This design comes from an exercise in tuning for a short achievable clock period and few clock cycles on the open sky130 flow, not from production work.
Function was checked by simulation only, so behaviour that the tests miss may differ from the original.
Power figures rest on the tool's default switching activity, not on a simulated workload.

## cpu
module cpu(
    input            clk,
    input            rst,
    input            prog_we,
    input      [3:0] prog_addr,
    input      [7:0] prog_data,
    output reg [7:0] output_register,
    output reg       out_valid
);
For scale: ~24 I/O pins.
export LEC_CHECK = 0
export ABC_CLOCK_PERIOD_IN_PS = 1500
export CAP_MARGIN = 30
export CORE_MARGIN = 2
export CORE_UTILIZATION = 30
export SETUP_SLACK_MARGIN = 5
export SLEW_MARGIN = 30
create_clock -name core_clock -period 6.0 [get_ports {clk}]
run.sh (not shown) runs the stock make flow with config.mk's settings and CLKGATE_MAP_FILE= SYNTH_SCRIPT=/design/flow/synth_recipe.tcl, a recipe that flattens the netlist after the stock synthesis.
The baseline died in 5_1_grt on GRT-0232.
Testbench counts at the start, summed over its fixed seeds: cycles 10,569.
Next try:
--- a/flow/config.mk
+++ b/flow/config.mk
@@ -10,4 +10,4 @@
 export CORE_MARGIN = 2
 export CORE_UTILIZATION = 30
-export SETUP_SLACK_MARGIN = 5
+export SETUP_SLACK_MARGIN = 4
 export SLEW_MARGIN = 30
With this change the flow finished clean.
Area after synthesis is unchanged.
Synthesized cell count is unchanged.
Next try:
--- a/flow/config.mk
+++ b/flow/config.mk
@@ -9,5 +9,5 @@
 export CAP_MARGIN = 30
 export CORE_MARGIN = 2
-export CORE_UTILIZATION = 30
-export SETUP_SLACK_MARGIN = 4
+export CORE_UTILIZATION = 22
+export SETUP_SLACK_MARGIN = 4.4
 export SLEW_MARGIN = 30
What happened:
- Now the flow died in 5_1_grt (GRT-0232)
- synthesized cell count does not change
- area after synthesis is unchanged
Next try:
--- a/flow/config.mk
+++ b/flow/config.mk
@@ -9,5 +9,5 @@
 export CAP_MARGIN = 30
 export CORE_MARGIN = 2
-export CORE_UTILIZATION = 22
-export SETUP_SLACK_MARGIN = 4.4
+export CORE_UTILIZATION = 25
+export SETUP_SLACK_MARGIN = 4
 export SLEW_MARGIN = 30
This time the run finished with timing, DRC and antenna clean.
Synthesized cell count does not change.
Area after synthesis is unchanged.
Next try:
--- a/flow/config.mk
+++ b/flow/config.mk
@@ -6,8 +6,8 @@
 export NUM_CORES = 4
 export LEC_CHECK = 0
-export ABC_CLOCK_PERIOD_IN_PS = 1500
+export ABC_CLOCK_PERIOD_IN_PS = 1000
 export CAP_MARGIN = 30
 export CORE_MARGIN = 2
-export CORE_UTILIZATION = 25
+export CORE_UTILIZATION = 30
 export SETUP_SLACK_MARGIN = 4
 export SLEW_MARGIN = 30
After rerunning:
- power came out higher by about 1.7%
- die area came out lower by 17%
- design area came out higher by 0.70%
- combinational power barely changes
- count of clock-buffer cells in the layout came out higher by 11

* * *

Setup of indigo:
The RTL this note starts from:
==> flow/design.v <==
module cpu(
    input            clk,
    input            rst,
    input            prog_we,
    input      [3:0] prog_addr,
    input      [7:0] prog_data,
    output reg [7:0] output_register,
    output reg       out_valid
);
localparam LDA = 4'b0001;
localparam ADD = 4'b0010;
localparam OUT = 4'b0011;
localparam JMP = 4'b0100;
localparam STA = 4'b0101;
localparam LDI = 4'b0110;
localparam SUB = 4'b0111;
reg [7:0] ram [0:15];
reg [3:0] pc;
reg [7:0] ir;       
reg       ir_v;
reg [7:0] ex;       
reg       ex_v;
reg [7:0] opnd;
reg [7:0] a_reg;
wire ex_sta = ex_v && ex[7:4] == STA;
wire       fwd_f  = ex_sta && ex[3:0] == pc;
wire       stall  = ir_v && ir[7:4] == STA && ir[3:0] == pc;
wire [7:0] fetch  = fwd_f ? a_reg : ram[pc];
wire       f_jmp  = fetch[7:4] == JMP;
always @(posedge clk) begin
    if (rst) begin
        pc   <= 4'd0;
        ir_v <= 1'b0;
        ir   <= 8'd0;
    end else if (stall) begin
        ir_v <= 1'b0;
    end else begin
        ir_v <= 1'b1;
        ir   <= fetch;
        pc   <= f_jmp ? fetch[3:0] : pc + 4'd1;
    end
end
wire [7:0] mem_rd = (ex_sta && ex[3:0] == ir[3:0]) ? a_reg : ram[ir[3:0]];
always @(posedge clk) begin
    if (rst) begin
        ex_v <= 1'b0;
        ex   <= 8'd0;
    end else begin
        ex_v <= ir_v;
        ex   <= ir;
        opnd <= (ir[7:4] == LDI) ? {4'b0, ir[3:0]} : mem_rd;
    end
end
always @(posedge clk) begin
    if (rst) begin
        a_reg <= 8'd0;
        output_register <= 8'd0;
        out_valid <= 1'b0;
    end else begin
        out_valid <= ex_v && ex[7:4] == OUT;
        if (ex_v && ex[7:4] == OUT)
            output_register <= a_reg;
        if (ex_v) begin
            case (ex[7:4])
                LDA, LDI: a_reg <= opnd;
                ADD:      a_reg <= a_reg + opnd;
                SUB:      a_reg <= a_reg - opnd;
                default:  ;
            endcase
        end
    end
end
always @(posedge clk) begin
    if (rst) begin
        if (prog_we)
            ram[prog_addr] <= prog_data;
    end else if (ex_sta) begin
        ram[ex[3:0]] <= a_reg;
    end
end
endmodule
Settings: LEC_CHECK=0, ABC_CLOCK_PERIOD_IN_PS=1500, CAP_MARGIN=20, CORE_MARGIN=2, CORE_UTILIZATION=40, SETUP_SLACK_MARGIN=4, SLEW_MARGIN=20; clock period 6.0 ns.
Testbench counts of indigo, summed over its fixed seeds: cycles 28,098.
What juniper does differently from indigo at the input level:
Settings: TNS_END_PERCENT now 100, previously not set; ABC_CLOCK_PERIOD_IN_PS now 1000, was 1500; CORE_UTILIZATION now 30, was 40.
==> summary.txt <==
- When the final numbers for juniper and indigo were put side by side, the hold slack turned out to be greater in juniper.
- Between juniper and indigo, the sequential power does not differ in any meaningful way.
- Diff indigo -> juniper: total die area increased by 32% relative to the old numbers, switching power summed over all nets shows an increase of 5.4%, share of the clock period used by the worst path now sits higher, width of the die higher.

[port drivers added, routing unchanged]
Ports are ideal in the flow. The routed layouts listed here were re-timed in OpenROAD.
Step 1 assumes that a clkbuf_16 drives the clock port and a buf_2 every other input.
Step 2 moves the port delays by t, midway between the first and last clock arrival at a register: inputs arrive t later, outputs are due t later. That takes back most of the time a late clock gives input paths.
a / b / c = no drivers / after step 1 / after step 2; a / b = the first two.
run	t (ns)	setup slack, ns	pins driven straight from the clock port
the second run of note 1	0.758	2.393 / 2.393 / 2.206	1
the fourth run of note 1	0.772	2.322 / 2.322 / 2.322	1
the fifth run of note 1	0.758	2.393 / 2.393 / 2.206	1
indigo	0.487	3.482 / 3.482 / 3.148	1
juniper	0.496	3.425 / 3.425 / 3.211	1
After both steps every run listed still meets setup and hold. For indigo, which loses most, drivers alone change the setup slack by 0.000 ns; drivers and shift together by -0.334 ns.
